What follows belongs to an exercise in optimizing a design on an open flow for small area and a short achievable clock period; a production flow would make more cautious choices.
For this run, only the layout was checked, not whether the RTL still works.
No activity file was given, so power comes from the tool's default toggle rates.

[flow/design.v]
`timescale 1ns/1ps
module FloatingPoint_Multiplier_Complete (
    input wire         clk,
    input wire         rst,
    input  wire [15:0] a,
    input  wire [15:0] b,
    output reg  [15:0] result,
    output reg         overflow,
    output reg         underflow
);
    wire es_g0 = a[10] & b[10];
    wire es_p0 = a[10] ^ b[10];
    wire es_g1 = a[11] & b[11];
    wire es_p1 = a[11] ^ b[11];
    wire es_g2 = a[12] & b[12];
    wire es_p2 = a[12] ^ b[12];
    wire es_g3 = a[13] & b[13];
    wire es_p3 = a[13] ^ b[13];
    wire es_g4 = a[14] & b[14];
    wire es_p4 = a[14] ^ b[14];
    wire es_G0_1 = es_g1 | (es_p1 & es_g0);
    wire es_P0_1 = es_p1 & es_p0;
    wire es_G0_2 = es_g2 | (es_p2 & es_g1);
    wire es_P0_2 = es_p2 & es_p1;
    wire es_G0_3 = es_g3 | (es_p3 & es_g2);
    wire es_P0_3 = es_p3 & es_p2;
    wire es_G0_4 = es_g4 | (es_p4 & es_g3);
    wire es_P0_4 = es_p4 & es_p3;
    wire es_G1_2 = es_G0_2 | (es_P0_2 & es_g0);
    wire es_P1_2 = es_P0_2 & es_p0;
    wire es_G1_3 = es_G0_3 | (es_P0_3 & es_G0_1);
    wire es_P1_3 = es_P0_3 & es_P0_1;
    wire es_G1_4 = es_G0_4 | (es_P0_4 & es_G0_2);
    wire es_P1_4 = es_P0_4 & es_P0_2;
    wire es_G2_4 = es_G1_4 | (es_P1_4 & es_g0);
    wire es_P2_4 = es_P1_4 & es_p0;
    wire es_s1 = es_p1 ^ es_g0;
    wire es_s2 = es_p2 ^ es_G0_1;
    wire es_s3 = es_p3 ^ es_G1_2;
    wire es_s4 = es_p4 ^ es_G1_3;
    reg        r1_sign, r1_zero, r1_ha;
    reg  [5:0] r1_es;    
    reg  [9:0] r1_ma;
    reg  [5:0] r1_one, r1_two;    
    reg  [4:0] r1_neg;
    wire [12:0] yb = {2'b00, b[14:10] != 5'd0, b[9:0]};
    always @(posedge clk) begin
        r1_sign <= a[15] ^ b[15];
        r1_zero <= (a[14:0] == 15'd0) | (b[14:0] == 15'd0);
        r1_es   <= {es_G2_4, es_s4, es_s3, es_s2, es_s1, es_p0};
        r1_ha   <= a[14:10] != 5'd0;
        r1_ma   <= a[9:0];
        r1_one[0] <= yb[0] ^ 1'b0;
        r1_two[0] <= (yb[1] & ~yb[0] & ~1'b0) | (~yb[1] & yb[0] & 1'b0);
        r1_neg[0] <= yb[1];
        r1_one[1] <= yb[2] ^ yb[1];
        r1_two[1] <= (yb[3] & ~yb[2] & ~yb[1]) | (~yb[3] & yb[2] & yb[1]);
        r1_neg[1] <= yb[3];
        r1_one[2] <= yb[4] ^ yb[3];
        r1_two[2] <= (yb[5] & ~yb[4] & ~yb[3]) | (~yb[5] & yb[4] & yb[3]);
        r1_neg[2] <= yb[5];
        r1_one[3] <= yb[6] ^ yb[5];
        r1_two[3] <= (yb[7] & ~yb[6] & ~yb[5]) | (~yb[7] & yb[6] & yb[5]);
        r1_neg[3] <= yb[7];
        r1_one[4] <= yb[8] ^ yb[7];
        r1_two[4] <= (yb[9] & ~yb[8] & ~yb[7]) | (~yb[9] & yb[8] & yb[7]);
        r1_neg[4] <= yb[9];
        r1_one[5] <= yb[10] ^ yb[9];
        r1_two[5] <= (yb[11] & ~yb[10] & ~yb[9]) | (~yb[11] & yb[10] & yb[9]);
    end
    wire [10:0] mx = {r1_ha, r1_ma};
    wire bp0_0 = ((r1_one[0] & mx[0])) ^ r1_neg[0];
    wire bp0_1 = ((r1_one[0] & mx[1]) | (r1_two[0] & mx[0])) ^ r1_neg[0];
    wire bp0_2 = ((r1_one[0] & mx[2]) | (r1_two[0] & mx[1])) ^ r1_neg[0];
    wire bp0_3 = ((r1_one[0] & mx[3]) | (r1_two[0] & mx[2])) ^ r1_neg[0];
    wire bp0_4 = ((r1_one[0] & mx[4]) | (r1_two[0] & mx[3])) ^ r1_neg[0];
    wire bp0_5 = ((r1_one[0] & mx[5]) | (r1_two[0] & mx[4])) ^ r1_neg[0];
    wire bp0_6 = ((r1_one[0] & mx[6]) | (r1_two[0] & mx[5])) ^ r1_neg[0];
    wire bp0_7 = ((r1_one[0] & mx[7]) | (r1_two[0] & mx[6])) ^ r1_neg[0];
    wire bp0_8 = ((r1_one[0] & mx[8]) | (r1_two[0] & mx[7])) ^ r1_neg[0];
    wire bp0_9 = ((r1_one[0] & mx[9]) | (r1_two[0] & mx[8])) ^ r1_neg[0];
    wire bp0_10 = ((r1_one[0] & mx[10]) | (r1_two[0] & mx[9])) ^ r1_neg[0];
    wire bp0_11 = ((r1_two[0] & mx[10])) ^ r1_neg[0];
    wire bp1_0 = ((r1_one[1] & mx[0])) ^ r1_neg[1];
    wire bp1_1 = ((r1_one[1] & mx[1]) | (r1_two[1] & mx[0])) ^ r1_neg[1];
    wire bp1_2 = ((r1_one[1] & mx[2]) | (r1_two[1] & mx[1])) ^ r1_neg[1];
    wire bp1_3 = ((r1_one[1] & mx[3]) | (r1_two[1] & mx[2])) ^ r1_neg[1];
    wire bp1_4 = ((r1_one[1] & mx[4]) | (r1_two[1] & mx[3])) ^ r1_neg[1];
    wire bp1_5 = ((r1_one[1] & mx[5]) | (r1_two[1] & mx[4])) ^ r1_neg[1];
    wire bp1_6 = ((r1_one[1] & mx[6]) | (r1_two[1] & mx[5])) ^ r1_neg[1];
    wire bp1_7 = ((r1_one[1] & mx[7]) | (r1_two[1] & mx[6])) ^ r1_neg[1];
    wire bp1_8 = ((r1_one[1] & mx[8]) | (r1_two[1] & mx[7])) ^ r1_neg[1];
    wire bp1_9 = ((r1_one[1] & mx[9]) | (r1_two[1] & mx[8])) ^ r1_neg[1];
    wire bp1_10 = ((r1_one[1] & mx[10]) | (r1_two[1] & mx[9])) ^ r1_neg[1];
    wire bp1_11 = ((r1_two[1] & mx[10])) ^ r1_neg[1];
    wire bp2_0 = ((r1_one[2] & mx[0])) ^ r1_neg[2];
    wire bp2_1 = ((r1_one[2] & mx[1]) | (r1_two[2] & mx[0])) ^ r1_neg[2];
    wire bp2_2 = ((r1_one[2] & mx[2]) | (r1_two[2] & mx[1])) ^ r1_neg[2];
    wire bp2_3 = ((r1_one[2] & mx[3]) | (r1_two[2] & mx[2])) ^ r1_neg[2];
    wire bp2_4 = ((r1_one[2] & mx[4]) | (r1_two[2] & mx[3])) ^ r1_neg[2];
    wire bp2_5 = ((r1_one[2] & mx[5]) | (r1_two[2] & mx[4])) ^ r1_neg[2];
    wire bp2_6 = ((r1_one[2] & mx[6]) | (r1_two[2] & mx[5])) ^ r1_neg[2];
    wire bp2_7 = ((r1_one[2] & mx[7]) | (r1_two[2] & mx[6])) ^ r1_neg[2];
    wire bp2_8 = ((r1_one[2] & mx[8]) | (r1_two[2] & mx[7])) ^ r1_neg[2];
    wire bp2_9 = ((r1_one[2] & mx[9]) | (r1_two[2] & mx[8])) ^ r1_neg[2];
    wire bp2_10 = ((r1_one[2] & mx[10]) | (r1_two[2] & mx[9])) ^ r1_neg[2];
    wire bp2_11 = ((r1_two[2] & mx[10])) ^ r1_neg[2];
    wire bp3_0 = ((r1_one[3] & mx[0])) ^ r1_neg[3];
    wire bp3_1 = ((r1_one[3] & mx[1]) | (r1_two[3] & mx[0])) ^ r1_neg[3];
    wire bp3_2 = ((r1_one[3] & mx[2]) | (r1_two[3] & mx[1])) ^ r1_neg[3];
    wire bp3_3 = ((r1_one[3] & mx[3]) | (r1_two[3] & mx[2])) ^ r1_neg[3];
    wire bp3_4 = ((r1_one[3] & mx[4]) | (r1_two[3] & mx[3])) ^ r1_neg[3];
    wire bp3_5 = ((r1_one[3] & mx[5]) | (r1_two[3] & mx[4])) ^ r1_neg[3];
    wire bp3_6 = ((r1_one[3] & mx[6]) | (r1_two[3] & mx[5])) ^ r1_neg[3];
    wire bp3_7 = ((r1_one[3] & mx[7]) | (r1_two[3] & mx[6])) ^ r1_neg[3];
    wire bp3_8 = ((r1_one[3] & mx[8]) | (r1_two[3] & mx[7])) ^ r1_neg[3];
    wire bp3_9 = ((r1_one[3] & mx[9]) | (r1_two[3] & mx[8])) ^ r1_neg[3];
    wire bp3_10 = ((r1_one[3] & mx[10]) | (r1_two[3] & mx[9])) ^ r1_neg[3];
    wire bp3_11 = ((r1_two[3] & mx[10])) ^ r1_neg[3];
    wire bp4_0 = ((r1_one[4] & mx[0])) ^ r1_neg[4];
    wire bp4_1 = ((r1_one[4] & mx[1]) | (r1_two[4] & mx[0])) ^ r1_neg[4];
    wire bp4_2 = ((r1_one[4] & mx[2]) | (r1_two[4] & mx[1])) ^ r1_neg[4];
    wire bp4_3 = ((r1_one[4] & mx[3]) | (r1_two[4] & mx[2])) ^ r1_neg[4];
    wire bp4_4 = ((r1_one[4] & mx[4]) | (r1_two[4] & mx[3])) ^ r1_neg[4];
    wire bp4_5 = ((r1_one[4] & mx[5]) | (r1_two[4] & mx[4])) ^ r1_neg[4];
    wire bp4_6 = ((r1_one[4] & mx[6]) | (r1_two[4] & mx[5])) ^ r1_neg[4];
    wire bp4_7 = ((r1_one[4] & mx[7]) | (r1_two[4] & mx[6])) ^ r1_neg[4];
    wire bp4_8 = ((r1_one[4] & mx[8]) | (r1_two[4] & mx[7])) ^ r1_neg[4];
    wire bp4_9 = ((r1_one[4] & mx[9]) | (r1_two[4] & mx[8])) ^ r1_neg[4];
    wire bp4_10 = ((r1_one[4] & mx[10]) | (r1_two[4] & mx[9])) ^ r1_neg[4];
    wire bp4_11 = ((r1_two[4] & mx[10])) ^ r1_neg[4];
    wire bp5_0 = (r1_one[5] & mx[0]);
    wire bp5_1 = (r1_one[5] & mx[1]) | (r1_two[5] & mx[0]);
    wire bp5_2 = (r1_one[5] & mx[2]) | (r1_two[5] & mx[1]);
    wire bp5_3 = (r1_one[5] & mx[3]) | (r1_two[5] & mx[2]);
    wire bp5_4 = (r1_one[5] & mx[4]) | (r1_two[5] & mx[3]);
    wire bp5_5 = (r1_one[5] & mx[5]) | (r1_two[5] & mx[4]);
    wire bp5_6 = (r1_one[5] & mx[6]) | (r1_two[5] & mx[5]);
    wire bp5_7 = (r1_one[5] & mx[7]) | (r1_two[5] & mx[6]);
    wire bp5_8 = (r1_one[5] & mx[8]) | (r1_two[5] & mx[7]);
    wire bp5_9 = (r1_one[5] & mx[9]) | (r1_two[5] & mx[8]);
    wire bp5_10 = (r1_one[5] & mx[10]) | (r1_two[5] & mx[9]);
    wire bp5_11 = (r1_two[5] & mx[10]);
    wire hs0 = r1_neg[3] ^ bp0_6;
    wire hc0 = r1_neg[3] & bp0_6;
    wire hs1 = bp0_7 ^ bp1_5;
    wire hc1 = bp0_7 & bp1_5;
    wire fs0 = r1_neg[4] ^ bp0_8 ^ bp1_6;
    wire fc0 = (r1_neg[4] & bp0_8) | (r1_neg[4] & bp1_6) | (bp0_8 & bp1_6);
    wire hs2 = bp2_4 ^ bp3_2;
    wire hc2 = bp2_4 & bp3_2;
    wire fs1 = bp0_9 ^ bp1_7 ^ bp2_5;
    wire fc1 = (bp0_9 & bp1_7) | (bp0_9 & bp2_5) | (bp1_7 & bp2_5);
    wire hs3 = bp3_3 ^ bp4_1;
    wire hc3 = bp3_3 & bp4_1;
    wire fs2 = bp0_10 ^ bp1_8 ^ bp2_6;
    wire fc2 = (bp0_10 & bp1_8) | (bp0_10 & bp2_6) | (bp1_8 & bp2_6);
    wire fs3 = bp3_4 ^ bp4_2 ^ bp5_0;
    wire fc3 = (bp3_4 & bp4_2) | (bp3_4 & bp5_0) | (bp4_2 & bp5_0);
    wire fs4 = bp0_11 ^ bp1_9 ^ bp2_7;
    wire fc4 = (bp0_11 & bp1_9) | (bp0_11 & bp2_7) | (bp1_9 & bp2_7);
    wire fs5 = bp3_5 ^ bp4_3 ^ bp5_1;
    wire fc5 = (bp3_5 & bp4_3) | (bp3_5 & bp5_1) | (bp4_3 & bp5_1);
    wire fs6 = r1_neg[0] ^ bp1_10 ^ bp2_8;
    wire fc6 = (r1_neg[0] & bp1_10) | (r1_neg[0] & bp2_8) | (bp1_10 & bp2_8);
    wire fs7 = bp3_6 ^ bp4_4 ^ bp5_2;
    wire fc7 = (bp3_6 & bp4_4) | (bp3_6 & bp5_2) | (bp4_4 & bp5_2);
    wire fs8 = r1_neg[0] ^ bp1_11 ^ bp2_9;
    wire fc8 = (r1_neg[0] & bp1_11) | (r1_neg[0] & bp2_9) | (bp1_11 & bp2_9);
    wire fs9 = bp3_7 ^ bp4_5 ^ bp5_3;
    wire fc9 = (bp3_7 & bp4_5) | (bp3_7 & bp5_3) | (bp4_5 & bp5_3);
    wire fs10 = ~r1_neg[0] ^ ~r1_neg[1] ^ bp2_10;
    wire fc10 = (~r1_neg[0] & ~r1_neg[1]) | (~r1_neg[0] & bp2_10) | (~r1_neg[1] & bp2_10);
    wire fs11 = bp3_8 ^ bp4_6 ^ bp5_4;
    wire fc11 = (bp3_8 & bp4_6) | (bp3_8 & bp5_4) | (bp4_6 & bp5_4);
    wire fs12 = 1'b1 ^ bp2_11 ^ bp3_9;
    wire fc12 = (1'b1 & bp2_11) | (1'b1 & bp3_9) | (bp2_11 & bp3_9);
    wire hs4 = bp4_7 ^ bp5_5;
    wire hc4 = bp4_7 & bp5_5;
    wire fs13 = ~r1_neg[2] ^ bp3_10 ^ bp4_8;
    wire fc13 = (~r1_neg[2] & bp3_10) | (~r1_neg[2] & bp4_8) | (bp3_10 & bp4_8);
    wire hs5 = 1'b1 ^ bp3_11;
    wire hc5 = 1'b1 & bp3_11;
    wire hs6 = r1_neg[2] ^ bp0_4;
    wire hc6 = r1_neg[2] & bp0_4;
    wire hs7 = bp0_5 ^ bp1_3;
    wire hc7 = bp0_5 & bp1_3;
    wire fs14 = bp1_4 ^ bp2_2 ^ bp3_0;
    wire fc14 = (bp1_4 & bp2_2) | (bp1_4 & bp3_0) | (bp2_2 & bp3_0);
    wire fs15 = bp2_3 ^ bp3_1 ^ hc0;
    wire fc15 = (bp2_3 & bp3_1) | (bp2_3 & hc0) | (bp3_1 & hc0);
    wire fs16 = bp4_0 ^ hc1 ^ hs2;
    wire fc16 = (bp4_0 & hc1) | (bp4_0 & hs2) | (hc1 & hs2);
    wire fs17 = hc2 ^ hs3 ^ fc0;
    wire fc17 = (hc2 & hs3) | (hc2 & fc0) | (hs3 & fc0);
    wire fs18 = hc3 ^ fc1 ^ fs2;
    wire fc18 = (hc3 & fc1) | (hc3 & fs2) | (fc1 & fs2);
    wire fs19 = fc2 ^ fc3 ^ fs4;
    wire fc19 = (fc2 & fc3) | (fc2 & fs4) | (fc3 & fs4);
    wire fs20 = fc4 ^ fc5 ^ fs6;
    wire fc20 = (fc4 & fc5) | (fc4 & fs6) | (fc5 & fs6);
    wire fs21 = fc6 ^ fc7 ^ fs8;
    wire fc21 = (fc6 & fc7) | (fc6 & fs8) | (fc7 & fs8);
    wire fs22 = fc8 ^ fc9 ^ fs10;
    wire fc22 = (fc8 & fc9) | (fc8 & fs10) | (fc9 & fs10);
    wire fs23 = hs4 ^ fc10 ^ fc11;
    wire fc23 = (hs4 & fc10) | (hs4 & fc11) | (fc10 & fc11);
    wire fs24 = bp5_6 ^ hc4 ^ fc12;
    wire fc24 = (bp5_6 & hc4) | (bp5_6 & fc12) | (hc4 & fc12);
    wire fs25 = bp4_9 ^ bp5_7 ^ hs5;
    wire fc25 = (bp4_9 & bp5_7) | (bp4_9 & hs5) | (bp5_7 & hs5);
    wire fs26 = ~r1_neg[3] ^ bp4_10 ^ bp5_8;
    wire fc26 = (~r1_neg[3] & bp4_10) | (~r1_neg[3] & bp5_8) | (bp4_10 & bp5_8);
    wire hs8 = 1'b1 ^ bp4_11;
    wire hc8 = 1'b1 & bp4_11;
    wire hs9 = r1_neg[1] ^ bp0_2;
    wire hc9 = r1_neg[1] & bp0_2;
    wire hs10 = bp0_3 ^ bp1_1;
    wire hc10 = bp0_3 & bp1_1;
    wire fs27 = bp1_2 ^ bp2_0 ^ hs6;
    wire fc27 = (bp1_2 & bp2_0) | (bp1_2 & hs6) | (bp2_0 & hs6);
    wire fs28 = bp2_1 ^ hc6 ^ hs7;
    wire fc28 = (bp2_1 & hc6) | (bp2_1 & hs7) | (hc6 & hs7);
    wire fs29 = hc7 ^ hs0 ^ fs14;
    wire fc29 = (hc7 & hs0) | (hc7 & fs14) | (hs0 & fs14);
    wire fs30 = hs1 ^ fc14 ^ fs15;
    wire fc30 = (hs1 & fc14) | (hs1 & fs15) | (fc14 & fs15);
    wire fs31 = fs0 ^ fc15 ^ fs16;
    wire fc31 = (fs0 & fc15) | (fs0 & fs16) | (fc15 & fs16);
    wire fs32 = fs1 ^ fc16 ^ fs17;
    wire fc32 = (fs1 & fc16) | (fs1 & fs17) | (fc16 & fs17);
    wire fs33 = fs3 ^ fc17 ^ fs18;
    wire fc33 = (fs3 & fc17) | (fs3 & fs18) | (fc17 & fs18);
    wire fs34 = fs5 ^ fc18 ^ fs19;
    wire fc34 = (fs5 & fc18) | (fs5 & fs19) | (fc18 & fs19);
    wire fs35 = fs7 ^ fc19 ^ fs20;
    wire fc35 = (fs7 & fc19) | (fs7 & fs20) | (fc19 & fs20);
    wire fs36 = fs9 ^ fc20 ^ fs21;
    wire fc36 = (fs9 & fc20) | (fs9 & fs21) | (fc20 & fs21);
    wire fs37 = fs11 ^ fc21 ^ fs22;
    wire fc37 = (fs11 & fc21) | (fs11 & fs22) | (fc21 & fs22);
    wire fs38 = fs12 ^ fc22 ^ fs23;
    wire fc38 = (fs12 & fc22) | (fs12 & fs23) | (fc22 & fs23);
    wire fs39 = fs13 ^ fc23 ^ fs24;
    wire fc39 = (fs13 & fc23) | (fs13 & fs24) | (fc23 & fs24);
    wire fs40 = fc13 ^ fc24 ^ fs25;
    wire fc40 = (fc13 & fc24) | (fc13 & fs25) | (fc24 & fs25);
    wire fs41 = hc5 ^ fs26 ^ fc25;
    wire fc41 = (hc5 & fs26) | (hc5 & fc25) | (fs26 & fc25);
    wire fs42 = bp5_9 ^ hs8 ^ fc26;
    wire fc42 = (bp5_9 & hs8) | (bp5_9 & fc26) | (hs8 & fc26);
    wire fs43 = ~r1_neg[4] ^ bp5_10 ^ hc8;
    wire fc43 = (~r1_neg[4] & bp5_10) | (~r1_neg[4] & hc8) | (bp5_10 & hc8);
    wire hs11 = 1'b1 ^ bp5_11;
    wire lo_g0 = r1_neg[0] & bp0_0;
    wire lo_p0 = r1_neg[0] ^ bp0_0;
    wire lo_g2 = bp1_0 & hs9;
    wire lo_p2 = bp1_0 ^ hs9;
    wire lo_g3 = hc9 & hs10;
    wire lo_p3 = hc9 ^ hs10;
    wire lo_g4 = hc10 & fs27;
    wire lo_p4 = hc10 ^ fs27;
    wire lo_g5 = fc27 & fs28;
    wire lo_p5 = fc27 ^ fs28;
    wire lo_g6 = fc28 & fs29;
    wire lo_p6 = fc28 ^ fs29;
    wire lo_g7 = fc29 & fs30;
    wire lo_p7 = fc29 ^ fs30;
    wire lo_G0_1 = (bp0_1 & lo_g0);
    wire lo_P0_1 = bp0_1 & lo_p0;
    wire lo_G0_2 = lo_g2;
    wire lo_P0_2 = lo_p2 & bp0_1;
    wire lo_G0_3 = lo_g3 | (lo_p3 & lo_g2);
    wire lo_P0_3 = lo_p3 & lo_p2;
    wire lo_G0_4 = lo_g4 | (lo_p4 & lo_g3);
    wire lo_P0_4 = lo_p4 & lo_p3;
    wire lo_G0_5 = lo_g5 | (lo_p5 & lo_g4);
    wire lo_P0_5 = lo_p5 & lo_p4;
    wire lo_G0_6 = lo_g6 | (lo_p6 & lo_g5);
    wire lo_P0_6 = lo_p6 & lo_p5;
    wire lo_G0_7 = lo_g7 | (lo_p7 & lo_g6);
    wire lo_P0_7 = lo_p7 & lo_p6;
    wire lo_G1_2 = lo_G0_2 | (lo_P0_2 & lo_g0);
    wire lo_P1_2 = lo_P0_2 & lo_p0;
    wire lo_G1_3 = lo_G0_3 | (lo_P0_3 & lo_G0_1);
    wire lo_P1_3 = lo_P0_3 & lo_P0_1;
    wire lo_G1_4 = lo_G0_4 | (lo_P0_4 & lo_G0_2);
    wire lo_P1_4 = lo_P0_4 & lo_P0_2;
    wire lo_G1_5 = lo_G0_5 | (lo_P0_5 & lo_G0_3);
    wire lo_P1_5 = lo_P0_5 & lo_P0_3;
    wire lo_G1_6 = lo_G0_6 | (lo_P0_6 & lo_G0_4);
    wire lo_P1_6 = lo_P0_6 & lo_P0_4;
    wire lo_G1_7 = lo_G0_7 | (lo_P0_7 & lo_G0_5);
    wire lo_P1_7 = lo_P0_7 & lo_P0_5;
    wire lo_G2_4 = lo_G1_4 | (lo_P1_4 & lo_g0);
    wire lo_P2_4 = lo_P1_4 & lo_p0;
    wire lo_G2_5 = lo_G1_5 | (lo_P1_5 & lo_G0_1);
    wire lo_P2_5 = lo_P1_5 & lo_P0_1;
    wire lo_G2_6 = lo_G1_6 | (lo_P1_6 & lo_G1_2);
    wire lo_P2_6 = lo_P1_6 & lo_P1_2;
    wire lo_G2_7 = lo_G1_7 | (lo_P1_7 & lo_G1_3);
    wire lo_P2_7 = lo_P1_7 & lo_P1_3;
    wire lo_s1 = bp0_1 ^ lo_g0;
    wire lo_s2 = lo_p2 ^ lo_G0_1;
    wire lo_s3 = lo_p3 ^ lo_G1_2;
    wire lo_s4 = lo_p4 ^ lo_G1_3;
    wire lo_s5 = lo_p5 ^ lo_G2_4;
    wire lo_s6 = lo_p6 ^ lo_G2_5;
    wire lo_s7 = lo_p7 ^ lo_G2_6;
    wire [7:0] nlo = {lo_s7, lo_s6, lo_s5, lo_s4, lo_s3, lo_s2, lo_s1, lo_p0};
    wire zq0 = ~(r1_neg[0] ^ bp0_0);
    wire zq1 = ~(bp0_1 ^ (r1_neg[0] | bp0_0));
    wire zq2 = ~((bp1_0 ^ hs9) ^ bp0_1);
    wire zq3 = ~((hc9 ^ hs10) ^ (bp1_0 | hs9));
    wire zq4 = ~((hc10 ^ fs27) ^ (hc9 | hs10));
    wire zq5 = ~((fc27 ^ fs28) ^ (hc10 | fs27));
    wire zq6 = ~((fc28 ^ fs29) ^ (fc27 | fs28));
    wire zq7 = ~((fc29 ^ fs30) ^ (fc28 | fs29));
    wire zq8 = ~((fc30 ^ fs31) ^ (fc29 | fs30));
    wire zq9 = ~((fc31 ^ fs32) ^ (fc30 | fs31));
    wire zr1 = ~(bp0_1 ^ (r1_neg[0] & bp0_0));
    wire z08 = zq0 & zq1 & zq2 & zq3 & zq4 & zq5 & zq6 & zq7 & zq8;    
    wire z19 = zr1 & zq2 & zq3 & zq4 & zq5 & zq6 & zq7 & zq8 & zq9;    
    wire [6:0] e2 = {1'b0, r1_es} - 7'd15;    
    reg [21:8] r2_a;
    reg [21:8] r2_b;
    reg        r2_cin;
    reg        r2_z0;
    reg        r2_z1;
    reg        r2_sign;
    reg        r2_zero;
    reg  [6:0] r2_e;
    always @(posedge clk) begin
        r2_cin <= lo_G2_7;
        r2_z0 <= z08;
        r2_z1 <= z19;
        r2_a[8] <= fc30;
        r2_b[8] <= fs31;
        r2_a[9] <= fc31;
        r2_b[9] <= fs32;
        r2_a[10] <= fc32;
        r2_b[10] <= fs33;
        r2_a[11] <= fc33;
        r2_b[11] <= fs34;
        r2_a[12] <= fc34;
        r2_b[12] <= fs35;
        r2_a[13] <= fc35;
        r2_b[13] <= fs36;
        r2_a[14] <= fc36;
        r2_b[14] <= fs37;
        r2_a[15] <= fs38;
        r2_b[15] <= fc37;
        r2_a[16] <= fc38;
        r2_b[16] <= fs39;
        r2_a[17] <= fc39;
        r2_b[17] <= fs40;
        r2_a[18] <= fc40;
        r2_b[18] <= fs41;
        r2_a[19] <= fs42;
        r2_b[19] <= fc41;
        r2_a[20] <= fs43;
        r2_b[20] <= fc42;
        r2_a[21] <= hs11;
        r2_b[21] <= fc43;
        r2_sign <= r1_sign;
        r2_zero <= r1_zero;
        r2_e <= e2;
    end
    wire hi_g0 = r2_a[8] & r2_b[8];
    wire hi_p0 = r2_a[8] ^ r2_b[8];
    wire hi_g1 = r2_a[9] & r2_b[9];
    wire hi_p1 = r2_a[9] ^ r2_b[9];
    wire hi_g2 = r2_a[10] & r2_b[10];
    wire hi_p2 = r2_a[10] ^ r2_b[10];
    wire hi_g3 = r2_a[11] & r2_b[11];
    wire hi_p3 = r2_a[11] ^ r2_b[11];
    wire hi_g4 = r2_a[12] & r2_b[12];
    wire hi_p4 = r2_a[12] ^ r2_b[12];
    wire hi_g5 = r2_a[13] & r2_b[13];
    wire hi_p5 = r2_a[13] ^ r2_b[13];
    wire hi_g6 = r2_a[14] & r2_b[14];
    wire hi_p6 = r2_a[14] ^ r2_b[14];
    wire hi_g7 = r2_a[15] & r2_b[15];
    wire hi_p7 = r2_a[15] ^ r2_b[15];
    wire hi_g8 = r2_a[16] & r2_b[16];
    wire hi_p8 = r2_a[16] ^ r2_b[16];
    wire hi_g9 = r2_a[17] & r2_b[17];
    wire hi_p9 = r2_a[17] ^ r2_b[17];
    wire hi_g10 = r2_a[18] & r2_b[18];
    wire hi_p10 = r2_a[18] ^ r2_b[18];
    wire hi_g11 = r2_a[19] & r2_b[19];
    wire hi_p11 = r2_a[19] ^ r2_b[19];
    wire hi_g12 = r2_a[20] & r2_b[20];
    wire hi_p12 = r2_a[20] ^ r2_b[20];
    wire hi_g13 = r2_a[21] & r2_b[21];
    wire hi_p13 = r2_a[21] ^ r2_b[21];
    wire hi_G0_1 = hi_g0 | (hi_p0 & r2_cin);
    wire hi_G0_2 = hi_g1 | (hi_p1 & hi_g0);
    wire hi_P0_2 = hi_p1 & hi_p0;
    wire hi_G0_3 = hi_g2 | (hi_p2 & hi_g1);
    wire hi_P0_3 = hi_p2 & hi_p1;
    wire hi_G0_4 = hi_g3 | (hi_p3 & hi_g2);
    wire hi_P0_4 = hi_p3 & hi_p2;
    wire hi_G0_5 = hi_g4 | (hi_p4 & hi_g3);
    wire hi_P0_5 = hi_p4 & hi_p3;
    wire hi_G0_6 = hi_g5 | (hi_p5 & hi_g4);
    wire hi_P0_6 = hi_p5 & hi_p4;
    wire hi_G0_7 = hi_g6 | (hi_p6 & hi_g5);
    wire hi_P0_7 = hi_p6 & hi_p5;
    wire hi_G0_8 = hi_g7 | (hi_p7 & hi_g6);
    wire hi_P0_8 = hi_p7 & hi_p6;
    wire hi_G0_9 = hi_g8 | (hi_p8 & hi_g7);
    wire hi_P0_9 = hi_p8 & hi_p7;
    wire hi_G0_10 = hi_g9 | (hi_p9 & hi_g8);
    wire hi_P0_10 = hi_p9 & hi_p8;
    wire hi_G0_11 = hi_g10 | (hi_p10 & hi_g9);
    wire hi_P0_11 = hi_p10 & hi_p9;
    wire hi_G0_12 = hi_g11 | (hi_p11 & hi_g10);
    wire hi_P0_12 = hi_p11 & hi_p10;
    wire hi_G0_13 = hi_g12 | (hi_p12 & hi_g11);
    wire hi_P0_13 = hi_p12 & hi_p11;
    wire hi_G0_14 = hi_g13 | (hi_p13 & hi_g12);
    wire hi_P0_14 = hi_p13 & hi_p12;
    wire hi_G1_2 = hi_G0_2 | (hi_P0_2 & r2_cin);
    wire hi_G1_3 = hi_G0_3 | (hi_P0_3 & hi_G0_1);
    wire hi_G1_4 = hi_G0_4 | (hi_P0_4 & hi_G0_2);
    wire hi_P1_4 = hi_P0_4 & hi_P0_2;
    wire hi_G1_5 = hi_G0_5 | (hi_P0_5 & hi_G0_3);
    wire hi_P1_5 = hi_P0_5 & hi_P0_3;
    wire hi_G1_6 = hi_G0_6 | (hi_P0_6 & hi_G0_4);
    wire hi_P1_6 = hi_P0_6 & hi_P0_4;
    wire hi_G1_7 = hi_G0_7 | (hi_P0_7 & hi_G0_5);
    wire hi_P1_7 = hi_P0_7 & hi_P0_5;
    wire hi_G1_8 = hi_G0_8 | (hi_P0_8 & hi_G0_6);
    wire hi_P1_8 = hi_P0_8 & hi_P0_6;
    wire hi_G1_9 = hi_G0_9 | (hi_P0_9 & hi_G0_7);
    wire hi_P1_9 = hi_P0_9 & hi_P0_7;
    wire hi_G1_10 = hi_G0_10 | (hi_P0_10 & hi_G0_8);
    wire hi_P1_10 = hi_P0_10 & hi_P0_8;
    wire hi_G1_11 = hi_G0_11 | (hi_P0_11 & hi_G0_9);
    wire hi_P1_11 = hi_P0_11 & hi_P0_9;
    wire hi_G1_12 = hi_G0_12 | (hi_P0_12 & hi_G0_10);
    wire hi_P1_12 = hi_P0_12 & hi_P0_10;
    wire hi_G1_13 = hi_G0_13 | (hi_P0_13 & hi_G0_11);
    wire hi_P1_13 = hi_P0_13 & hi_P0_11;
    wire hi_G1_14 = hi_G0_14 | (hi_P0_14 & hi_G0_12);
    wire hi_P1_14 = hi_P0_14 & hi_P0_12;
    wire hi_G2_4 = hi_G1_4 | (hi_P1_4 & r2_cin);
    wire hi_G2_5 = hi_G1_5 | (hi_P1_5 & hi_G0_1);
    wire hi_G2_6 = hi_G1_6 | (hi_P1_6 & hi_G1_2);
    wire hi_G2_7 = hi_G1_7 | (hi_P1_7 & hi_G1_3);
    wire hi_G2_8 = hi_G1_8 | (hi_P1_8 & hi_G1_4);
    wire hi_P2_8 = hi_P1_8 & hi_P1_4;
    wire hi_G2_9 = hi_G1_9 | (hi_P1_9 & hi_G1_5);
    wire hi_P2_9 = hi_P1_9 & hi_P1_5;
    wire hi_G2_10 = hi_G1_10 | (hi_P1_10 & hi_G1_6);
    wire hi_P2_10 = hi_P1_10 & hi_P1_6;
    wire hi_G2_11 = hi_G1_11 | (hi_P1_11 & hi_G1_7);
    wire hi_P2_11 = hi_P1_11 & hi_P1_7;
    wire hi_G2_12 = hi_G1_12 | (hi_P1_12 & hi_G1_8);
    wire hi_P2_12 = hi_P1_12 & hi_P1_8;
    wire hi_G2_13 = hi_G1_13 | (hi_P1_13 & hi_G1_9);
    wire hi_P2_13 = hi_P1_13 & hi_P1_9;
    wire hi_G2_14 = hi_G1_14 | (hi_P1_14 & hi_G1_10);
    wire hi_P2_14 = hi_P1_14 & hi_P1_10;
    wire hi_G3_8 = hi_G2_8 | (hi_P2_8 & r2_cin);
    wire hi_G3_9 = hi_G2_9 | (hi_P2_9 & hi_G0_1);
    wire hi_G3_10 = hi_G2_10 | (hi_P2_10 & hi_G1_2);
    wire hi_G3_11 = hi_G2_11 | (hi_P2_11 & hi_G1_3);
    wire hi_G3_12 = hi_G2_12 | (hi_P2_12 & hi_G2_4);
    wire hi_G3_13 = hi_G2_13 | (hi_P2_13 & hi_G2_5);
    wire hi_G3_14 = hi_G2_14 | (hi_P2_14 & hi_G2_6);
    wire hi_s0 = hi_p0 ^ r2_cin;
    wire hi_s1 = hi_p1 ^ hi_G0_1;
    wire hi_s2 = hi_p2 ^ hi_G1_2;
    wire hi_s3 = hi_p3 ^ hi_G1_3;
    wire hi_s4 = hi_p4 ^ hi_G2_4;
    wire hi_s5 = hi_p5 ^ hi_G2_5;
    wire hi_s6 = hi_p6 ^ hi_G2_6;
    wire hi_s7 = hi_p7 ^ hi_G2_7;
    wire hi_s8 = hi_p8 ^ hi_G3_8;
    wire hi_s9 = hi_p9 ^ hi_G3_9;
    wire hi_s10 = hi_p10 ^ hi_G3_10;
    wire hi_s11 = hi_p11 ^ hi_G3_11;
    wire hi_s12 = hi_p12 ^ hi_G3_12;
    wire hi_s13 = hi_p13 ^ hi_G3_13;
    wire tie0 = hi_s1 & r2_z0;
    wire tie1 = hi_s2 & r2_z1;
    wire r0_a0_1 = hi_s2 & hi_s1;
    wire r0_a0_2 = hi_s3 & hi_s2;
    wire r0_a0_3 = hi_s4 & hi_s3;
    wire r0_a0_4 = hi_s5 & hi_s4;
    wire r0_a0_5 = hi_s6 & hi_s5;
    wire r0_a0_6 = hi_s7 & hi_s6;
    wire r0_a0_7 = hi_s8 & hi_s7;
    wire r0_a0_8 = hi_s9 & hi_s8;
    wire r0_a0_9 = hi_s10 & hi_s9;
    wire r0_a0_10 = hi_s11 & hi_s10;
    wire r0_a0_11 = hi_s12 & hi_s11;
    wire r0_a1_2 = r0_a0_2 & hi_s1;
    wire r0_a1_3 = r0_a0_3 & r0_a0_1;
    wire r0_a1_4 = r0_a0_4 & r0_a0_2;
    wire r0_a1_5 = r0_a0_5 & r0_a0_3;
    wire r0_a1_6 = r0_a0_6 & r0_a0_4;
    wire r0_a1_7 = r0_a0_7 & r0_a0_5;
    wire r0_a1_8 = r0_a0_8 & r0_a0_6;
    wire r0_a1_9 = r0_a0_9 & r0_a0_7;
    wire r0_a1_10 = r0_a0_10 & r0_a0_8;
    wire r0_a1_11 = r0_a0_11 & r0_a0_9;
    wire r0_a2_4 = r0_a1_4 & hi_s1;
    wire r0_a2_5 = r0_a1_5 & r0_a0_1;
    wire r0_a2_6 = r0_a1_6 & r0_a1_2;
    wire r0_a2_7 = r0_a1_7 & r0_a1_3;
    wire r0_a2_8 = r0_a1_8 & r0_a1_4;
    wire r0_a2_9 = r0_a1_9 & r0_a1_5;
    wire r0_a2_10 = r0_a1_10 & r0_a1_6;
    wire r0_a2_11 = r0_a1_11 & r0_a1_7;
    wire r0_a3_8 = r0_a2_8 & hi_s1;
    wire r0_a3_9 = r0_a2_9 & r0_a0_1;
    wire r0_a3_10 = r0_a2_10 & r0_a1_2;
    wire r0_a3_11 = r0_a2_11 & r0_a1_3;
    wire r0_0 = hi_s2 ^ hi_s1;
    wire r0_1 = hi_s3 ^ r0_a0_1;
    wire r0_2 = hi_s4 ^ r0_a1_2;
    wire r0_3 = hi_s5 ^ r0_a1_3;
    wire r0_4 = hi_s6 ^ r0_a2_4;
    wire r0_5 = hi_s7 ^ r0_a2_5;
    wire r0_6 = hi_s8 ^ r0_a2_6;
    wire r0_7 = hi_s9 ^ r0_a2_7;
    wire r0_8 = hi_s10 ^ r0_a3_8;
    wire r0_9 = hi_s11 ^ r0_a3_9;
    wire r0_10 = hi_s12 ^ r0_a3_10;
    wire r0_top = hi_s13 | r0_a3_11;    
    wire r1_a0_1 = hi_s3 & hi_s2;
    wire r1_a0_2 = hi_s4 & hi_s3;
    wire r1_a0_3 = hi_s5 & hi_s4;
    wire r1_a0_4 = hi_s6 & hi_s5;
    wire r1_a0_5 = hi_s7 & hi_s6;
    wire r1_a0_6 = hi_s8 & hi_s7;
    wire r1_a0_7 = hi_s9 & hi_s8;
    wire r1_a0_8 = hi_s10 & hi_s9;
    wire r1_a0_9 = hi_s11 & hi_s10;
    wire r1_a0_10 = hi_s12 & hi_s11;
    wire r1_a1_2 = r1_a0_2 & hi_s2;
    wire r1_a1_3 = r1_a0_3 & r1_a0_1;
    wire r1_a1_4 = r1_a0_4 & r1_a0_2;
    wire r1_a1_5 = r1_a0_5 & r1_a0_3;
    wire r1_a1_6 = r1_a0_6 & r1_a0_4;
    wire r1_a1_7 = r1_a0_7 & r1_a0_5;
    wire r1_a1_8 = r1_a0_8 & r1_a0_6;
    wire r1_a1_9 = r1_a0_9 & r1_a0_7;
    wire r1_a1_10 = r1_a0_10 & r1_a0_8;
    wire r1_a2_4 = r1_a1_4 & hi_s2;
    wire r1_a2_5 = r1_a1_5 & r1_a0_1;
    wire r1_a2_6 = r1_a1_6 & r1_a1_2;
    wire r1_a2_7 = r1_a1_7 & r1_a1_3;
    wire r1_a2_8 = r1_a1_8 & r1_a1_4;
    wire r1_a2_9 = r1_a1_9 & r1_a1_5;
    wire r1_a2_10 = r1_a1_10 & r1_a1_6;
    wire r1_a3_8 = r1_a2_8 & hi_s2;
    wire r1_a3_9 = r1_a2_9 & r1_a0_1;
    wire r1_a3_10 = r1_a2_10 & r1_a1_2;
    wire r1_0 = hi_s3 ^ hi_s2;
    wire r1_1 = hi_s4 ^ r1_a0_1;
    wire r1_2 = hi_s5 ^ r1_a1_2;
    wire r1_3 = hi_s6 ^ r1_a1_3;
    wire r1_4 = hi_s7 ^ r1_a2_4;
    wire r1_5 = hi_s8 ^ r1_a2_5;
    wire r1_6 = hi_s9 ^ r1_a2_6;
    wire r1_7 = hi_s10 ^ r1_a2_7;
    wire r1_8 = hi_s11 ^ r1_a3_8;
    wire r1_9 = hi_s12 ^ r1_a3_9;
    wire [9:0] mant0 = {r0_9, r0_8, r0_7, r0_6, r0_5, r0_4, r0_3, r0_2, r0_1, r0_0} & ~{9'd0, tie0};
    wire [9:0] mant1 = {r1_9, r1_8, r1_7, r1_6, r1_5, r1_4, r1_3, r1_2, r1_1, r1_0} & ~{9'd0, tie1};
    wire [9:0] mant  = r0_top ? mant1 : mant0;
    wire       ovf0 = ~r2_e[6] & (r2_e[5:0] >= 6'd31);
    wire       ovf1 = ~r2_e[6] & (r2_e[5:0] >= 6'd30);
    wire       unf0 = r2_e[6] | (r2_e[5:0] == 6'd0);
    wire       unf1 = r2_e[6];
    wire [4:0] ef0  = r2_e[4:0];
    wire [4:0] ef1  = r2_e[4:0] + 5'd1;
    wire       ovf  = r0_top ? ovf1 : ovf0;
    wire       unf  = r0_top ? unf1 : unf0;
    wire [4:0] ef   = r0_top ? ef1 : ef0;
    always @(posedge clk or posedge rst) begin
        if (rst) begin
            result    <= 16'd0;
            overflow  <= 1'b0;
            underflow <= 1'b0;
        end else if (r2_zero) begin
            result    <= 16'd0;
            overflow  <= 1'b0;
            underflow <= 1'b0;
        end else if (ovf) begin
            result    <= 16'h7F80;
            overflow  <= 1'b1;
            underflow <= 1'b0;
        end else if (unf) begin
            result    <= 16'd0;
            overflow  <= 1'b0;
            underflow <= 1'b1;
        end else begin
            result    <= {r2_sign, ef, mant};
            overflow  <= 1'b0;
            underflow <= 1'b0;
        end
    end
endmodule
[flow/flow/run.sh]
#!/bin/bash
# Own layout flow: the standard flow (standard.sh) with two changes:
#  - synthesis runs Yosys's synth without its generic "abc -fast" pass
#    (-noabc), so the full adders written in the RTL reach extract_fa as
#    written instead of being remapped first; everything else in
#    synth_recipe.tcl (flatten, renames, registers) is unchanged;
#  - port buffers use the buffer cell named in flow/ports.txt.
# Each tool's output is in the ORFS logs under orfs/logs; make's own output
# goes to flow.log here.
set -euo pipefail
here=$(pwd)
first=$(head -n 1 synth_recipe.tcl)
if [[ "$first" != 'proc synth {args} { yosys synth -nofsm -noshare {*}$args }' ]]; then
  echo "unexpected first line of synth_recipe.tcl: $first" >&2
  exit 1
fi
{ echo 'proc synth {args} { yosys synth -nofsm -noshare -noabc {*}$args }'; tail -n +2 synth_recipe.tcl; } > own_synth.tcl
buf=$(tr -d ' \n' < flow/ports.txt)
sed -e "s#SYNTH_SCRIPT=[^ ]*#SYNTH_SCRIPT=$here/own_synth.tcl 'BUFFER_PORTS_ARGS=-buffer_cell $buf'#" standard.sh > own_standard.sh
grep -q own_synth.tcl own_standard.sh
bash own_standard.sh > flow.log 2>&1
[flow/flow/ports.txt]
sky130_fd_sc_hd__buf_1
[flow/standard.sh]
#!/bin/bash
# synth_recipe.tcl (not shown) runs the flow's synth.tcl, then flattens the netlist and writes it again
# the make line also repeats each setting of config.mk as NAME=value (left out here)
make -C /OpenROAD-flow-scripts/flow DESIGN_CONFIG=/design/flow/config.mk WORK_HOME=/design/flow/orfs CLKGATE_MAP_FILE= SYNTH_SCRIPT=/design/flow/synth_recipe.tcl "${@:-finish}"
[flow/config.mk]
export PLATFORM = sky130hd
export DESIGN_NAME = FloatingPoint_Multiplier_Complete
export DESIGN_NICKNAME = FloatingPoint_Multiplier_Complete
export VERILOG_FILES = /design/flow/design.v
export SDC_FILE = /design/flow/constraint.sdc
export NUM_CORES = 4
export LEC_CHECK = 0
export ABC_CLOCK_PERIOD_IN_PS = 2500
export CAP_MARGIN = 20
export CORE_MARGIN = 2
export CORE_UTILIZATION = 40
export SETUP_SLACK_MARGIN = 4.5
export SLEW_MARGIN = 20
[flow/constraint.sdc]
create_clock -name core_clock -period 7.5 [get_ports {clk}]
set_input_delay 1.5000 -clock core_clock [delete_from_list [all_inputs] [get_ports {clk}]]
set_output_delay 1.5000 -clock core_clock [all_outputs]
set_load 0.01 [all_outputs]
==> impl_results.md <==
* Outcome: complete, no violations
* Die Footprint at 17,620 sq um
* Worst EP required at 7.76 ns
* Proportion of layout cells with a drive suffix above 1 at 22.84%
* NumNets Final at 866
* FP Rows at 47
* Reg2reg start: r1_two[0]
* Total Routed Length at 14.82 mm
* Detail Route Antenna Nets at 0
* Main synth FF type: sky130_fd_sc_hd__dfxtp_1
* Element type at the critical path end: flip-flop
* N_diodes at 0
* Capturing point of the worst reg2reg path: r2_z1
* DRC violation count after routing at 0
* Number of flops mapped to enable cells by yosys at 0
* Worst min path class: flip-flop to flip-flop
* Vias in the first global route at 4,927
* Number of storage elements in the synthesis netlist at 94
* Worst Setup Path Type: flip-flop to flip-flop
* Clock latency at the later pin of the worst-skew pair at 0.35 ns
* CTS tree: yes
* Critical path peak fanout at 11
* Fraction of the mapped netlist area in simple logic gates at 11.30%
* CTS hold repair buffers at 0
* Area of all placed cells without fillers at 8207 sq um
* Number of gates on the worst path with buffers counted at 11
* Post-synthesis mux area share at 0.3019%
* Startpoint class of the critical path: flip-flop
* Longest Clk Path Bufs at 2
* Clock tree root driver cell: sky130_fd_sc_hd__clkbuf_16
* Number of antenna violations at the first check in global routing at 1
* Data arrival time of the critical path at 3.35 ns
* Period Utilization, post-route at 41.16%
* Worst max-slew margin expressed relative to the limit at 60.44%
* Main combinational cell family by area after synthesis: adder cells
* Adder-cell share of the synthesized area at 23.29%
* Number of H-tree branching levels at 3
* Number of placed I/O pins at 52
* Buf/Inv on CP at 1
* Worst-path clk slew at 0.06 ns
* Yosys Warn Count at 1
* Cell area reported after detailed placement at 7008 sq um
* Delay of the slowest cell on the worst path at 0.52 ns
* Clock Skews at 0.006910 ns
* Gate family responsible for the most delay along the worst path: adder cells
* Sequential share of the synthesized area at 29.74%
* Clock buffer count from CTS at 9
* Maximum number of pins on one net before global-route repair at 19
* Cell types with the largest area share after synthesis: sky130_fd_sc_hd__dfxtp_1 (23%), sky130_fd_sc_hd__fa_1 (13%), sky130_fd_sc_hd__ha_1 (10%)
* Starting utilization of the core area at 40.41%
* Final global-route overflow total at 0
* Number of slew-limit violations in the final report at 0
* First-pass iteration count of the detailed router at 5
* First-pass GRT wire length at 24.54 mm
* Fill cells at 1,455
* Max Cap Violations at 0
* Placed wire-length estimate at 10.75 mm
* PnR Total Power at 4194 uW
* Leakage power at 0.003273 uW
* Number of instances in the synthesized netlist at 663
* Share of the synthesized area in compound gates (AO/OA/AOI/OAI) at 16.95%
* Beginning of the critical path: r1_two[0]
* Placed insts at 899
* Critical path's slowest cell: sky130_fd_sc_hd__fa_1
* IR drop worst, VDD at 237.9 uV
* Routability congestion estimate from global placement at 0.8499
* Total core area at 16,410 sq um
* Yosys cell types at 59
* Share of the synthesized area in the top cell type at 22.95%
* Parity-gate share of the synthesized area counting xor and xnor cells at 14.13%
* Post-detailed-route via-to-cell ratio at 5.211
* Vias post-DR at 5,003
* Post-DR wirelength/cell at 15.43 um
* Cell type with the largest total area after synthesis: sky130_fd_sc_hd__dfxtp_1
* Count of non-filler cells in the finished layout at 960
* Cell area after technology mapping at 6630 sq um
* Worst Setup EP: r2_z1
* Cell-by-cell trace of the critical path: a22oi_2 > xnor2_1 > ha_2 > fa_1 > fa_1 > inv_1 > ha_1 > xnor2_1 > nor4_1 > nand3_1 > nor4_2
* Average cell area after synthesis at 10.00 sq um
* Maximum clock frequency at 324.0 MHz
* Die Wd at 132.7 um
* RSZ-0062 raised after global routing: yes
* Async set-reset flop share out of synthesis at 19.15%
* Area overhead of the layout relative to synthesis at 23.78%
* Number of setup violations in the final report at 0
* Number of buffers inserted by port buffering at 51
* Total Routing Usage GR at 17.12%
* Final hold violation count at 0
* Y dimension of the die at 132.7 um
* Final setup TNS at 0 ns
* Worst Max-Slew Pin Slew at 0.5928 ns
* Sinks on the clock net at 94
* Slack of the worst reg-to-reg path at 4.41 ns
* Power per Cell Area at 511.0 nW/um^2
* Depth of the most critical reg-to-reg path at 11
* Shortest period the worst path allows at 3.087 ns
* Syn nets at 794
* Number of DRC markers after the initial detailed-route iteration at 237
* Final worst hold slack at 0.3256 ns
[kinds of logic after synthesis]
| kind of cell | after synthesis |
|---|---|
| AO/OA/AOI/OAI | 149 |
| flip-flops | 94 |
| AND/OR/NAND/NOR | 139 |
| XOR/XNOR | 107 |
| adder cells (fa/ha/maj) | 97 |
| multiplexers | 2 |
| buffers and inverters | 75 |
[cell usage in the layout, fill, tap and decap left out, types with 20 or more instances in the layout]
cell,Yosys,final
sky130_fd_sc_hd__xnor2_1,74,69
sky130_fd_sc_hd__buf_1,4,51
sky130_fd_sc_hd__a22oi_1,54,48
sky130_fd_sc_hd__dfxtp_1,76,48
sky130_fd_sc_hd__fa_1,44,44
sky130_fd_sc_hd__buf_4,0,40
sky130_fd_sc_hd__ha_1,53,39
sky130_fd_sc_hd__inv_1,39,38
sky130_fd_sc_hd__xor2_1,33,29
sky130_fd_sc_hd__nor2_1,30,28
sky130_fd_sc_hd__nand2_1,26,24
sky130_fd_sc_hd__dfxtp_4,0,20
[layer usage]
layer / wire length, um / GRT usage, %
met1: 6681 / 22.13
met2: 7347 / 29.30
met3: 574 / 2.950
met4: 212 / 5.197
met5: 0 / 0
[per-stage QoR]
stage	setup slack (ns)	util, %
after floorplan	4.448	-
final	4.413	50.02
after global routing	4.311	50.02
after CTS	4.494	48.08
after detailed placement	3.914	42.71
after global placement	4.011	42.71
[cell type report]
| type | count | area, sq um | share of cell area [%] |
|---|---|---|---|
| clock inverters | 5 | 57.56 | 0.7013 |
| multi-input cells | 494 | 4891 | 59.60 |
| flip-flops and latches | 94 | 2057 | 25.06 |
| repair buffers | 97 | 546.8 | 6.663 |
| inverters | 39 | 146.4 | 1.784 |
| well taps | 220 | 275.3 | 3.354 |
| clock buffers | 11 | 232.7 | 2.836 |
[timing repair]
item                                   CTS  global route
endpoints found under the hold margin    0             0
setup endpoints to repair               20            21
cloned                                   1             1
gates resized for setup                 98            43
pin swaps                               26            25
setup buffers                           26            17
[state kept, by name, indices dropped and copies added, names as in the netlist, 5 cells and up]
signal  cells
r2_b       14
r1_neg      5
r1_es       6
r2_e        7
result     16
r1_two      6
r1_ma      10
r2_a       14
r1_one      6
[cells in the mapped netlist (3+ instances only)]
cell and n:
sky130_fd_sc_hd__nand2b_1 8, sky130_fd_sc_hd__xor2_1 33, sky130_fd_sc_hd__o21a_1 6, sky130_fd_sc_hd__ha_1 53, sky130_fd_sc_hd__dfrtp_1 18, sky130_fd_sc_hd__a21oi_1 18, sky130_fd_sc_hd__and3_1 5, sky130_fd_sc_hd__nand4_1 9
sky130_fd_sc_hd__xnor2_1 74, sky130_fd_sc_hd__nor3_1 9, sky130_fd_sc_hd__a31oi_1 3, sky130_fd_sc_hd__o21ai_1 10, sky130_fd_sc_hd__nand3b_1 4, sky130_fd_sc_hd__nand2_1 26, sky130_fd_sc_hd__nor2_1 30, sky130_fd_sc_hd__clkbuf_1 30
sky130_fd_sc_hd__a22o_1 7, sky130_fd_sc_hd__o21ai_0 11, sky130_fd_sc_hd__a21o_1 9, sky130_fd_sc_hd__a211oi_2 7, sky130_fd_sc_hd__nor4_1 11, sky130_fd_sc_hd__and2_1 3, sky130_fd_sc_hd__nor2b_1 5, sky130_fd_sc_hd__a22oi_1 54
sky130_fd_sc_hd__o211ai_1 3, sky130_fd_sc_hd__nand3_1 15, sky130_fd_sc_hd__inv_1 39, sky130_fd_sc_hd__buf_1 4, sky130_fd_sc_hd__fa_1 44, sky130_fd_sc_hd__dfxtp_1 76
[power by group]
part	switching (uW)	internal (uW)
registers	111	653
clock network	188	260
logic	1590	1390
total	1890	2300
[worst min path at each step]
stage / start / end / depth (start not counted)
6_report: r1_zero / r2_zero / 0
2_1_floorplan: r1_sign / r2_sign / 0
5_1_grt: r1_sign / r2_sign / 0
3_5_place_dp: r1_zero / r2_zero / 0
3_3_place_gp: r1_zero / r2_zero / 0
4_1_cts: r1_zero / r2_zero / 0

static timing again, ports no longer ideal:
No port has a modelled driver above. Below, the same layout with a new extraction and two added sets of constraints.
Step 1 (the two cells are an assumption about what drives the block):
set clk [get_ports {clk}]
set_driving_cell -lib_cell sky130_fd_sc_hd__clkbuf_16 $clk
set_driving_cell -lib_cell sky130_fd_sc_hd__buf_2 [delete_from_list [all_inputs] $clk]
Step 2 moves the port delays by t, midway between the first and last clock arrival at a register: inputs arrive t later, outputs are due t later. That takes back most of the time a late clock gives input paths.
Three values: no drivers, after step 1, after step 2; two values: the first two.
t, ns: 0.383
setup slack, ns: 4.413 / 4.413 / 4.413
hold slack, ns: 0.326 / 0.326 / 0.326
clock arrival spread, ns: 0.008 / 0.007
slew at the worst register clock pin (ns): 0.06 / 0.06
After both steps this run still meets setup and hold. For this run, drivers alone change the setup slack by 0.000 ns; drivers and shift together by 0.000 ns.
